From an optimization exercise on the open Yosys and OpenROAD flow, aimed at small area; shortcuts taken in it are not production practice.
In this exercise RTL edits were held to simulation tests only and were not proved equivalent to the original.

==> job 6875: inputs <==
## top
module top (
    input  logic clk,
    input  logic rst,
    input  logic load,
    input  logic [2:0] load_rgb,
    output logic _48b
);
    localparam [14:0] TICK_LAST = 15'd29_999;   
    logic [14:0] div_counter;
    logic tick;
    always_ff @(posedge clk) begin
        if (rst) begin
            div_counter <= 15'd0;
            tick <= 1'b0;
        end else if (div_counter == TICK_LAST) begin
            div_counter <= 15'd0;
            tick <= 1'b1;
        end else begin
            div_counter <= div_counter + 15'd1;
            tick <= 1'b0;
        end
    end
    logic       go;
    logic [3:0] wstep;      
    logic [3:0] dcnt;       
    logic [2:0] fcolr;      
    assign go = tick & ~load;
    always_ff @(posedge clk) begin
        if (rst) begin
            wstep <= 4'd0;
            dcnt <= 4'd0;
            fcolr <= 3'd0;
        end else if (go) begin
            wstep <= 4'd1;
            dcnt <= 4'd0;
            fcolr <= 3'd0;
        end else begin
            wstep <= (wstep == 4'd0 || wstep == 4'd9) ? 4'd0 : wstep + 4'd1;
            dcnt <= dcnt + 4'(load);
            fcolr <= fcolr + 3'd1 - 3'(load);
        end
    end
    logic       busy;       
    logic       cw;         
    logic [2:0] ccol;       
    logic       borrow;
    logic [2:0] jw;
    logic [7:0] wcol, wcol7;
    assign busy = go | (wstep != 4'd0 && wstep != 4'd9);
    assign cw = (wstep >= 4'd2);
    assign ccol = 3'(wstep - 4'd2);
    assign borrow = cw & ((dcnt + 4'(load)) > {1'b0, ccol});
    assign jw = fcolr - 3'd1 - 3'(load);
    always_comb begin
        for (int j = 0; j < 8; j++) begin
            wcol[j] = cw & (jw == 3'(j));
            wcol7[j] = wcol[j] & ~borrow;
        end
    end
    logic       rd;
    logic       bits;
    logic [5:0] pixel;
    logic [4:0] bitn;
    logic [3:0] sub;
    logic       pend;
    logic [5:0] pos;        
    logic [2:0] rgb;        
    logic [5:0] tgt;        
    logic [2:0] fcol;
    assign tgt = rd ? pixel : pos - 6'(load);
    assign fcol = go ? 3'd7 : busy ? fcolr : pos[2:0];
    logic [7:0] r_fetch, g_fetch, b_fetch;
    logic [7:0] r_wdata, g_wdata, b_wdata;
  ...
==> module game_of_life, before the edit <==
module game_of_life #(
    parameter [63:0] INIT_GRID = 64'h0
)(
    input  logic       clk,
    input  logic       rst,
    input  logic       load,
    input  logic       load_bit,
    input  logic [2:0] fcol,       
    input  logic       use_s0,     
    input  logic       save_s0,    
    input  logic       borrow,     
    input  logic [7:0] wcol,       
    input  logic [7:0] wcol7,      
    output logic [7:0] fetch,      
    output logic [7:0] wdata       
);
    logic [63:0] grid;
    logic [7:0]  a, b, s0;          
    logic [7:0]  nxt;               
    logic [7:0]  rcol;
    always_comb begin
        for (int m = 0; m < 8; m++)
            fetch[m] = grid[m * 8 + fcol];
    end
    assign rcol = use_s0 ? s0 : fetch;
    always_comb begin
        for (int r = 0; r < 8; r++) begin
            logic [3:0] sum;
            sum = 4'(b[(r + 7) % 8]) + 4'(b[r]) + 4'(b[(r + 1) % 8])
                + 4'(a[(r + 7) % 8]) + 4'(a[(r + 1) % 8])
                + 4'(rcol[(r + 7) % 8]) + 4'(rcol[r]) + 4'(rcol[(r + 1) % 8]);
            nxt[r] = (sum == 4'd3) | (a[r] & (sum == 4'd2));
        end
        for (int m = 0; m < 8; m++)
            wdata[m] = borrow ? nxt[(m + 1) % 8] : nxt[m];
    end
    always_ff @(posedge clk) begin
        a <= fetch;
        b <= a;
        if (save_s0)
            s0 <= fetch;
    end
    always_ff @(posedge clk) begin
        for (int q = 0; q < 64; q++) begin
            if (rst)
                grid[q] <= INIT_GRID[q];
            else if ((q / 8 == 7) ? wcol7[q % 8] : wcol[q % 8])
                grid[q] <= wdata[q / 8];
            else if (load)
                grid[q] <= (q == 63) ? load_bit : grid[(q + 1) % 64];
        end
    end
endmodule
Settings: LEC_CHECK=0, ABC_AREA=1, CAP_MARGIN=20, CORE_MARGIN=2, CORE_UTILIZATION=45, SLEW_MARGIN=20; clock period 10.0 ns.
run.sh (not shown) runs the stock make flow with config.mk's settings and CLKGATE_MAP_FILE= SYNTH_SCRIPT=/design/flow/synth_recipe.tcl, a recipe that flattens the netlist after the stock synthesis.
==> job 2194 (differences from job 6875) <==
--- a/flow/design.v
+++ b/flow/design.v
@@ -115,13 +115,14 @@
             fetch[m] = grid[m * 8 + fcol];
     end
     assign rcol = use_s0 ? s0 : fetch;
-    always_comb begin
+    logic [1:0] h [8];
+    always_comb begin
+        for (int r = 0; r < 8; r++)
+            h[r] = 2'(b[r]) + 2'(a[r]) + 2'(rcol[r]);
         for (int r = 0; r < 8; r++) begin
             logic [3:0] sum;
-            sum = 4'(b[(r + 7) % 8]) + 4'(b[r]) + 4'(b[(r + 1) % 8])
-                + 4'(a[(r + 7) % 8]) + 4'(a[(r + 1) % 8])
-                + 4'(rcol[(r + 7) % 8]) + 4'(rcol[r]) + 4'(rcol[(r + 1) % 8]);
-            nxt[r] = (sum == 4'd3) | (a[r] & (sum == 4'd2));
+            sum = 4'(h[(r + 7) % 8]) + 4'(h[r]) + 4'(h[(r + 1) % 8]);
+            nxt[r] = (sum == 4'd3) | (a[r] & (sum == 4'd4));
         end
         for (int m = 0; m < 8; m++)
             wdata[m] = borrow ? nxt[(m + 1) % 8] : nxt[m];
@@ -132,14 +133,21 @@
         if (save_s0)
             s0 <= fetch;
     end
+    logic [7:0] x0, x1;     
+    logic [7:0] sel, sel7;  
+    logic [7:0] en, en7;
+    assign x0 = wdata & {8{~rst}};
+    assign x1 = wdata | {8{rst}};
+    assign sel = wcol | {8{rst}};
+    assign sel7 = wcol7 | {8{rst}};
+    assign en = sel | {8{load}};
+    assign en7 = sel7 | {8{load}};
     always_ff @(posedge clk) begin
         for (int q = 0; q < 64; q++) begin
-            if (rst)
-                grid[q] <= INIT_GRID[q];
-            else if ((q / 8 == 7) ? wcol7[q % 8] : wcol[q % 8])
-                grid[q] <= wdata[q / 8];
-            else if (load)
-                grid[q] <= (q == 63) ? load_bit : grid[(q + 1) % 64];
+            if ((q / 8 == 7) ? en7[q % 8] : en[q % 8])
+                grid[q] <= ((q / 8 == 7) ? sel7[q % 8] : sel[q % 8])
+                         ? (INIT_GRID[q] ? x1[q / 8] : x0[q / 8])
+                         : ((q == 63) ? load_bit : grid[(q + 1) % 64]);
         end
     end
 endmodule
--- a/flow/config.mk
+++ b/flow/config.mk
@@ -8,5 +8,5 @@
 export ABC_AREA = 1
 export CAP_MARGIN = 20
 export CORE_MARGIN = 2
-export CORE_UTILIZATION = 45
+export CORE_UTILIZATION = 70
 export SLEW_MARGIN = 20
==> job 7577 (differences from job 6875) <==
--- a/flow/design.v
+++ b/flow/design.v
@@ -115,13 +115,14 @@
             fetch[m] = grid[m * 8 + fcol];
     end
     assign rcol = use_s0 ? s0 : fetch;
-    always_comb begin
+    logic [1:0] h [8];
+    always_comb begin
+        for (int r = 0; r < 8; r++)
+            h[r] = 2'(b[r]) + 2'(a[r]) + 2'(rcol[r]);
         for (int r = 0; r < 8; r++) begin
             logic [3:0] sum;
-            sum = 4'(b[(r + 7) % 8]) + 4'(b[r]) + 4'(b[(r + 1) % 8])
-                + 4'(a[(r + 7) % 8]) + 4'(a[(r + 1) % 8])
-                + 4'(rcol[(r + 7) % 8]) + 4'(rcol[r]) + 4'(rcol[(r + 1) % 8]);
-            nxt[r] = (sum == 4'd3) | (a[r] & (sum == 4'd2));
+            sum = 4'(h[(r + 7) % 8]) + 4'(h[r]) + 4'(h[(r + 1) % 8]);
+            nxt[r] = (sum == 4'd3) | (a[r] & (sum == 4'd4));
         end
         for (int m = 0; m < 8; m++)
             wdata[m] = borrow ? nxt[(m + 1) % 8] : nxt[m];
@@ -132,14 +133,21 @@
         if (save_s0)
             s0 <= fetch;
     end
+    logic [7:0] x0, x1;     
+    logic [7:0] sel, sel7;  
+    logic [7:0] en, en7;
+    assign x0 = wdata & {8{~rst}};
+    assign x1 = wdata | {8{rst}};
+    assign sel = wcol | {8{rst}};
+    assign sel7 = wcol7 | {8{rst}};
+    assign en = sel | {8{load}};
+    assign en7 = sel7 | {8{load}};
     always_ff @(posedge clk) begin
         for (int q = 0; q < 64; q++) begin
-            if (rst)
-                grid[q] <= INIT_GRID[q];
-            else if ((q / 8 == 7) ? wcol7[q % 8] : wcol[q % 8])
-                grid[q] <= wdata[q / 8];
-            else if (load)
-                grid[q] <= (q == 63) ? load_bit : grid[(q + 1) % 64];
+            if ((q / 8 == 7) ? en7[q % 8] : en[q % 8])
+                grid[q] <= ((q / 8 == 7) ? sel7[q % 8] : sel[q % 8])
+                         ? (INIT_GRID[q] ? x1[q / 8] : x0[q / 8])
+                         : ((q == 63) ? load_bit : grid[(q + 1) % 64]);
         end
     end
 endmodule
==> impl_metrics.tcl <==
set metrics [dict create \
    outcome "complete, no violations" \
    die_area_um2 48000 \
    critPathSlowestCell "buf_4" \
    clkCellAreaFrac_pct 5.46 \
    cp.required_ns 10.33 \
    crit_family "buffers and inverters" \
    buffer_area_share_pct 1.36 \
    highest_layer "met5" \
    synth_common_cells "nand2_1 (571), inv_1 (503), dfxtp_1 (286)" \
]
[end of results for job 6875]
==> impl_metrics.tcl <==
set metrics [dict create \
    buffer_area_share_pct 1.18 \
    highest_layer "met4" \
    critPathSlowestCell "inv_2" \
    outcome "complete, no violations" \
    finalNetCount 2468 \
    crit_family "simple AND/OR/NAND/NOR gates" \
    hold_end "u_red_gol.b[1]" \
    clkCellAreaFrac_pct 5.19 \
    cts_max_path_buffers 3 \
]
[end of results for job 2194]
==> impl_metrics.tcl <==
set metrics [dict create \
    critPathSlowestCell "fa_1" \
    buffer_area_share_pct 1.60 \
    whs_path_depth 0 \
    ctsHoldBuffers 0 \
    cp.required_ns 10.43 \
    postCtsSetupBuffers 0 \
    crit_family "simple AND/OR/NAND/NOR gates" \
    outcome "complete, no violations" \
    reg.largest.list "u_blue_gol.grid x64, u_green_gol.grid x64, u_red_gol.grid x64" \
    worstHoldPathType "flip-flop to flip-flop" \
    clkCellAreaFrac_pct 5.47 \
    die_area_um2 45100 \
    highest_layer "met4" \
]
[end of results for job 7577]

* * *

==> run K <==
==> flow/design.v <==
module ws2812b (
    input  logic       bits,
    input  logic [1:0] colour,    
    input  logic [1:0] third,
    input  logic [2:0] rgb,       
    output logic       ws2812b_out
);
    logic bitval;
    always_comb begin
        case (colour)
            2'd0: bitval = rgb[1];
            2'd1: bitval = rgb[2];
            default: bitval = rgb[0];
        endcase
        ws2812b_out = bits & ((third == 2'd0) | (bitval & (third == 2'd1)));
    end
endmodule
module controller (
    input  logic       clk,
    input  logic       rst,
    output logic       rd,
    output logic       bits,
    output logic [5:0] pixel,
    output logic [1:0] colour,   
    output logic [1:0] third
);
    localparam [1:0] READ = 2'd0, PRE = 2'd1, BITS = 2'd2, IDLE = 2'd3;
    logic [1:0] ph;
    logic [2:0] q5;     
    logic [1:0] t3;     
    logic [4:0] n;      
    logic [5:0] pix;    
    logic q_end, t_end, n_end, pix_end, idle_end, clr;
    assign q_end = (q5 == 3'd4);
    assign t_end = q_end & (t3 == 2'd2);
    assign n_end = t_end & (n == 5'd23);
    assign pix_end = (ph == BITS) & (n == 5'd23) & (t3 == 2'd2) & (q5 == 3'd3);
    assign idle_end = (ph == IDLE) & (pix == 6'd5) & (n == 5'd13) & (t3 == 2'd0) & q_end;
    assign clr = pix_end | idle_end | (ph == PRE);
    always_ff @(posedge clk) begin
        if (rst) begin
            ph <= READ;
            q5 <= 3'd0;
            t3 <= 2'd0;
            n <= 5'd0;
            pix <= 6'd0;
        end else begin
            case (ph)
                READ: ph <= PRE;
                PRE: if (q5 == 3'd1) ph <= BITS;
                BITS: if (pix_end) ph <= (pix == 6'd63) ? IDLE : READ;
                default: if (idle_end) ph <= READ;
            endcase
            if (ph != READ)
                q5 <= (q_end | (ph == PRE & q5 == 3'd1) | pix_end) ? 3'd0 : q5 + 3'd1;
            if (pix_end | idle_end) begin
                t3 <= 2'd0;
                n <= 5'd0;
            end else if (ph[1]) begin
                if (q_end) t3 <= (t3 == 2'd2) ? 2'd0 : t3 + 2'd1;
                if (t_end) n <= (n == 5'd23) ? 5'd0 : n + 5'd1;
            end
            if (idle_end)
                pix <= 6'd0;
            else if (pix_end | (ph == IDLE & n_end))
                pix <= pix + 6'd1;
        end
    end
    assign rd = (ph == READ);
    assign bits = (ph == BITS);
    assign pixel = pix;
    assign colour = n[4:3];
    assign third = t3;
endmodule
module game_of_life #(
    parameter [63:0] INIT_GRID = 64'h0
)(
    input  logic       clk,
    input  logic       rst,
    input  logic       load,
    input  logic       load_bit,
    input  logic [7:0] fsel,       
    input  logic       use_s0,     
    input  logic       save_s0,    
    input  logic       borrow,     
    input  logic [7:0] wcol,       
    input  logic [7:0] wcol7,      
    output logic [7:0] fetch,      
    output logic [7:0] wdata       
);
    logic [63:0] grid;
    logic [7:0]  a, b, s0;          
    logic [7:0]  nxt;               
    logic [7:0]  rcol;
    always_comb begin
        for (int m = 0; m < 8; m++)
            fetch[m] = |(grid[m * 8 +: 8] & fsel);
    end
    assign rcol = use_s0 ? s0 : fetch;
    logic [1:0] g [8];
    logic [1:0] h [8];
    always_comb begin
        for (int r = 0; r < 8; r++) begin
            g[r] = 2'(b[r]) + 2'(rcol[r]);
            h[r] = g[r] + 2'(a[r]);
        end
        for (int r = 0; r < 8; r++) begin
            logic [3:0] n;
            n = 4'(h[(r + 7) % 8]) + 4'(g[r]) + 4'(h[(r + 1) % 8]);
            nxt[r] = (n[3:1] == 3'd1) & (n[0] | a[r]);
        end
        for (int m = 0; m < 8; m++)
            wdata[m] = borrow ? nxt[(m + 1) % 8] : nxt[m];
    end
    always_ff @(posedge clk) begin
        a <= fetch;
        b <= a;
        if (save_s0)
            s0 <= fetch;
    end
    always_ff @(posedge clk) begin
        for (int q = 0; q < 64; q++) begin
            if (rst)
                grid[q] <= INIT_GRID[q];
            else if ((q / 8 == 7) ? wcol7[q % 8] : wcol[q % 8])
                grid[q] <= wdata[q / 8];
            else if (load)
                grid[q] <= (q == 63) ? load_bit : grid[(q + 1) % 64];
        end
    end
endmodule
module top (
    input  logic clk,
    input  logic rst,
    input  logic load,
    input  logic [2:0] load_rgb,
    output logic _48b
);
    localparam [14:0] TICK_FIRST = 15'h0001;
    localparam [14:0] TICK_LAST  = 15'h57EA;
    logic [14:0] div_lfsr;
    logic tick;
    always_ff @(posedge clk) begin
        if (rst) begin
            div_lfsr <= TICK_FIRST;
            tick <= 1'b0;
        end else if (div_lfsr == TICK_LAST) begin
            div_lfsr <= TICK_FIRST;
            tick <= 1'b1;
        end else begin
            div_lfsr <= {div_lfsr[13:0], div_lfsr[14] ^ div_lfsr[13]};
            tick <= 1'b0;
        end
    end
    logic       go;
    logic       win;        
    logic [3:0] eoff;       
    logic [9:1] wstep;
    assign wstep = div_lfsr[9:1];
    assign go = tick & ~load;
    always_ff @(posedge clk) begin
        if (rst)
            win <= 1'b0;
        else
            win <= go | (win & ~wstep[9]);
        eoff <= go ? 4'hF : eoff + 4'd1 - 4'(load);
    end
    logic       busy;       
    logic       cw;         
    logic [3:0] wpos;       
    logic       borrow;
    logic [2:0] jw;
    logic [2:0] fcolr;      
    logic [7:0] wcol, wcol7;
    assign busy = go | (win & ~wstep[9]);
    assign cw = win & ~wstep[1];
    assign wpos = eoff - 4'(load);
    assign borrow = cw & wpos[3];
    assign jw = wpos[2:0];
    assign fcolr = 3'(eoff + 4'd1);
    always_comb begin
        for (int j = 0; j < 8; j++) begin
            wcol[j] = cw & (jw == 3'(j));
            wcol7[j] = wcol[j] & ~borrow;
        end
    end
    logic       rd;
    logic       bits;
    logic [5:0] pixel;
    logic [1:0] colour;
    logic [1:0] third;
    logic       pend;
    logic [5:0] pos;        
    logic [2:0] rgb;        
    logic [5:0] tgt;        
    logic [2:0] fcol;
    assign tgt = rd ? pixel : pos - 6'(load);
    assign fcol = go ? 3'd7 : busy ? fcolr : pos[2:0];
    logic [7:0] fsel;
    always_comb begin
        for (int j = 0; j < 8; j++)
            fsel[j] = (fcol == 3'(j));
    end
    logic [7:0] r_fetch, g_fetch, b_fetch;
    logic [7:0] r_wdata, g_wdata, b_wdata;
    game_of_life #(.INIT_GRID(64'hE000_0000_0000_0000)) u_red_gol (
        .clk(clk), .rst(rst), .load(load), .load_bit(load_rgb[2]),
        .fsel(fsel), .use_s0(win & wstep[9]), .save_s0(win & wstep[1]), .borrow(borrow),
        .wcol(wcol), .wcol7(wcol7), .fetch(r_fetch), .wdata(r_wdata));
    game_of_life #(.INIT_GRID(64'h001C_0000_0000_0000)) u_green_gol (
        .clk(clk), .rst(rst), .load(load), .load_bit(load_rgb[1]),
        .fsel(fsel), .use_s0(win & wstep[9]), .save_s0(win & wstep[1]), .borrow(borrow),
        .wcol(wcol), .wcol7(wcol7), .fetch(g_fetch), .wdata(g_wdata));
    game_of_life #(.INIT_GRID(64'h0000_0700_0000_0000)) u_blue_gol (
        .clk(clk), .rst(rst), .load(load), .load_bit(load_rgb[0]),
        .fsel(fsel), .use_s0(win & wstep[9]), .save_s0(win & wstep[1]), .borrow(borrow),
        .wcol(wcol), .wcol7(wcol7), .fetch(b_fetch), .wdata(b_wdata));
    logic wrp;          
    logic wrp_now;
    logic tgt_written;
    assign wrp_now = ~rd & (wrp | (pos == 6'd0 & load));
    assign tgt_written = cw & (tgt[2:0] == jw) & ((tgt[5:3] != 3'd7) | ~borrow | wrp_now);
    always_ff @(posedge clk) begin
        if (rst) begin
            pend <= 1'b0;
        end else if (rd | pend) begin
            pos <= tgt;
            wrp <= wrp_now;
            if (tgt_written) begin
                rgb <= {r_wdata[tgt[5:3]], g_wdata[tgt[5:3]], b_wdata[tgt[5:3]]};
                pend <= 1'b0;
            end else if (!rd && !busy) begin
                rgb <= {r_fetch[pos[5:3]], g_fetch[pos[5:3]], b_fetch[pos[5:3]]};
                pend <= 1'b0;
            end else begin
                pend <= 1'b1;
            end
        end
    end
    controller u_ctrl (
        .clk(clk), .rst(rst), .rd(rd), .bits(bits),
        .pixel(pixel), .colour(colour), .third(third));
    ws2812b u_ws (
        .bits(bits), .colour(colour), .third(third), .rgb(rgb), .ws2812b_out(_48b));
endmodule
==> flow/flow/run.sh <==
#!/bin/bash
# The standard layout, except for synthesis: the combinational logic is
# mapped with an area-oriented ABC script (flow/abc_area.script) and without
# Yosys's full-adder extraction. Registers, flattening and renaming are those
# of the standard synthesis (same synth_recipe.tcl).
set -euo pipefail
rm -rf scripts_area
cp -r "$FLOW_HOME/scripts" scripts_area
cp flow/abc_area.script scripts_area/abc_area.script
bash standard.sh SCRIPTS_DIR="$PWD/scripts_area" ADDER_MAP_FILE= synth > synth.log 2>&1
bash standard.sh finish > layout.log 2>&1
==> flow/flow/abc_area.script <==
strash
&get -n
&deepsyn -T 20
&put
dch -f
amap
strash
dch -f
amap
topo
==> flow/standard.sh <==
#!/bin/bash
# synth_recipe.tcl (not shown) runs the flow's synth.tcl, then flattens the netlist and writes it again
# the make line also repeats each setting of config.mk as NAME=value (left out here)
make -C /OpenROAD-flow-scripts/flow DESIGN_CONFIG=/design/flow/config.mk WORK_HOME=/design/flow/orfs CLKGATE_MAP_FILE= SYNTH_SCRIPT=/design/flow/synth_recipe.tcl "${@:-finish}"
==> flow/config.mk <==
export PLATFORM = sky130hd
export DESIGN_NAME = top
export DESIGN_NICKNAME = top
export VERILOG_FILES = /design/flow/design.v
export SDC_FILE = /design/flow/constraint.sdc
export NUM_CORES = 4
export LEC_CHECK = 0
export ABC_AREA = 1
export CAP_MARGIN = 20
export CORE_MARGIN = 2
export CORE_UTILIZATION = 75
export CTS_BUF_LIST = sky130_fd_sc_hd__clkbuf_8
export CTS_CLUSTER_DIAMETER = 100
export CTS_CLUSTER_SIZE = 16
export SLEW_MARGIN = 20
==> flow/constraint.sdc <==
create_clock -name core_clock -period 10.0 [get_ports {clk}]
set_input_delay 2.0000 -clock core_clock [delete_from_list [all_inputs] [get_ports {clk}]]
set_output_delay 2.0000 -clock core_clock [all_outputs]
set_load 0.01 [all_outputs]
==> inputs of run F, as changes to run K <==
--- a/flow/design.v
+++ b/flow/design.v
@@ -28,13 +28,13 @@
     logic [1:0] ph;
+    logic       gap;    
     logic [2:0] q5;     
     logic [1:0] t3;     
-    logic [4:0] n;      
+    logic [2:0] b8;     
+    logic [1:0] c3;     
     logic [5:0] pix;    
-    logic q_end, t_end, n_end, pix_end, idle_end, clr;
+    logic q_end, t_end, b_end, c_end;
     assign q_end = (q5 == 3'd4);
     assign t_end = q_end & (t3 == 2'd2);
-    assign n_end = t_end & (n == 5'd23);
-    assign pix_end = (ph == BITS) & (n == 5'd23) & (t3 == 2'd2) & (q5 == 3'd3);
-    assign idle_end = (ph == IDLE) & (pix == 6'd5) & (n == 5'd13) & (t3 == 2'd0) & q_end;
-    assign clr = pix_end | idle_end | (ph == PRE);
+    assign b_end = t_end & (b8 == 3'd7);
+    assign c_end = b_end & (c3 == 2'd2);
     always_ff @(posedge clk) begin
@@ -42,5 +42,7 @@
             ph <= READ;
+            gap <= 1'b0;
             q5 <= 3'd0;
             t3 <= 2'd0;
-            n <= 5'd0;
+            b8 <= 3'd0;
+            c3 <= 2'd0;
             pix <= 6'd0;
@@ -48,20 +50,43 @@
             case (ph)
-                READ: ph <= PRE;
-                PRE: if (q5 == 3'd1) ph <= BITS;
-                BITS: if (pix_end) ph <= (pix == 6'd63) ? IDLE : READ;
-                default: if (idle_end) ph <= READ;
+                READ: begin
+                    ph <= PRE;
+                    gap <= 1'b0;
+                end
+                PRE: begin
+                    gap <= 1'b1;
+                    if (gap)
+                        ph <= BITS;
+                end
+                BITS: begin
+                    if (c3 == 2'd2 && b8 == 3'd7 && t3 == 2'd2 && q5 == 3'd3) begin
+                        q5 <= 3'd0;
+                        t3 <= 2'd0;
+                        b8 <= 3'd0;
+                        c3 <= 2'd0;
+                        pix <= pix + 6'd1;    
+                        ph <= (pix == 6'd63) ? IDLE : READ;
+                    end else begin
+                        q5 <= q_end ? 3'd0 : q5 + 3'd1;
+                        if (q_end) t3 <= (t3 == 2'd2) ? 2'd0 : t3 + 2'd1;
+                        if (t_end) b8 <= b8 + 3'd1;
+                        if (b_end) c3 <= (c3 == 2'd2) ? 2'd0 : c3 + 2'd1;
+                    end
+                end
+                default: begin
+                    if (pix == 6'd5 && c3 == 2'd1 && b8 == 3'd5 && t3 == 2'd0 && q5 == 3'd4) begin
+                        q5 <= 3'd0;
+                        t3 <= 2'd0;
+                        b8 <= 3'd0;
+                        c3 <= 2'd0;
+                        pix <= 6'd0;
+                        ph <= READ;
+                    end else begin
+                        q5 <= q_end ? 3'd0 : q5 + 3'd1;
+                        if (q_end) t3 <= (t3 == 2'd2) ? 2'd0 : t3 + 2'd1;
+                        if (t_end) b8 <= b8 + 3'd1;
+                        if (b_end) c3 <= (c3 == 2'd2) ? 2'd0 : c3 + 2'd1;
+                        if (c_end) pix <= pix + 6'd1;
+                    end
+                end
             endcase
-            if (ph != READ)
-                q5 <= (q_end | (ph == PRE & q5 == 3'd1) | pix_end) ? 3'd0 : q5 + 3'd1;
-            if (pix_end | idle_end) begin
-                t3 <= 2'd0;
-                n <= 5'd0;
-            end else if (ph[1]) begin
-                if (q_end) t3 <= (t3 == 2'd2) ? 2'd0 : t3 + 2'd1;
-                if (t_end) n <= (n == 5'd23) ? 5'd0 : n + 5'd1;
-            end
-            if (idle_end)
-                pix <= 6'd0;
-            else if (pix_end | (ph == IDLE & n_end))
-                pix <= pix + 6'd1;
         end
@@ -71,3 +96,3 @@
     assign pixel = pix;
-    assign colour = n[4:3];
+    assign colour = c3;
     assign third = t3;
@@ -99,13 +124,10 @@
     assign rcol = use_s0 ? s0 : fetch;
-    logic [1:0] g [8];
     logic [1:0] h [8];
     always_comb begin
+        for (int r = 0; r < 8; r++)
+            h[r] = 2'(b[r]) + 2'(a[r]) + 2'(rcol[r]);
         for (int r = 0; r < 8; r++) begin
-            g[r] = 2'(b[r]) + 2'(rcol[r]);
-            h[r] = g[r] + 2'(a[r]);
-        end
-        for (int r = 0; r < 8; r++) begin
-            logic [3:0] n;
-            n = 4'(h[(r + 7) % 8]) + 4'(g[r]) + 4'(h[(r + 1) % 8]);
-            nxt[r] = (n[3:1] == 3'd1) & (n[0] | a[r]);
+            logic [3:0] sum;
+            sum = 4'(h[(r + 7) % 8]) + 4'(h[r]) + 4'(h[(r + 1) % 8]);
+            nxt[r] = (sum == 4'd3) | (a[r] & (sum == 4'd4));
         end
Settings changed: CORE_UTILIZATION 75 to 85.
==> results_dict.tcl <==
set metrics [dict create \
    diodes 1 \
    drive_above_1_share_pct 4.00 \
    whs_endpoint "u_red_gol.b[7]" \
    io_buffers 6 \
    grt_usage_pct 45.3 \
    highest_layer "met4" \
    status "finished clean" \
    use_met1_pct 56.8 \
    fill_cells 1254 \
]
[end of results for run K]
==> results_dict.tcl <==
set metrics [dict create \
    status "stopped before the end" \
    stop_stage "3_1_place_gp_skip_io" \
    error "[ERROR GPL-0301] Utilization 103.332 % exceeds 100%." \
    rows 47 \
    synth_edf_count 34 \
    ys_seq_elements 315 \
    yosys.area_share.simple_pct 13.0 \
    yosys_warnings 9 \
    synth-adder-area-share_pct 0 \
    synthArstFlopShare_pct 0 \
    yosys.area.top_type "dfxtp_1" \
    ys.flop_type "dfxtp_1" \
    synth_compound_area_share_pct 36.5 \
    synthXorXnorAreaFrac_pct 0 \
    netlist_area_sq_um 14500 \
    synth_cell_types 41 \
]
[end of results for run F]

==> afterwards: timing with drivers on the ports <==
No port has a modelled driver above. Below, the same layouts with a new extraction and two added sets of constraints. Step 1: set_driving_cell puts a clkbuf_16 on clk and a buf_2 on each other input, an assumption about the parent block. Step 2 adds t to the input delays and takes it off the output delays; t is the mean of the earliest and latest rising clock arrival at the registers after step 1. Input paths then give back, and output paths get back, about the clock's delay inside the block. Three values: ideal, step 1, step 2; two values: the first two.
run | t (ns) | setup WS [ns] | hold WS [ns] | latest minus earliest clock arrival (ns) | worst register clock-pin slew, ns
job 6875 | 0.620 | 1.546 / 1.574 / 0.954 | 0.343 / 0.343 / 0.343 | 0.035 / 0.034 | 0.06 / 0.06
job 2194 | 0.581 | 1.840 / 1.865 / 1.284 | 0.351 / 0.351 / 0.351 | 0.017 / 0.017 | 0.06 / 0.06
job 7577 | 0.608 | 2.055 / 2.079 / 1.471 | 0.348 / 0.348 / 0.348 | 0.019 / 0.020 | 0.06 / 0.06
run K | 0.628 | 1.136 / 1.156 / 0.528 | 0.365 / 0.365 / 0.365 | 0.038 / 0.038 | 0.11 / 0.11
After both steps every run listed still meets setup and hold. For run K, which loses most, drivers alone change the setup slack by +0.020 ns; drivers and shift together by -0.608 ns.
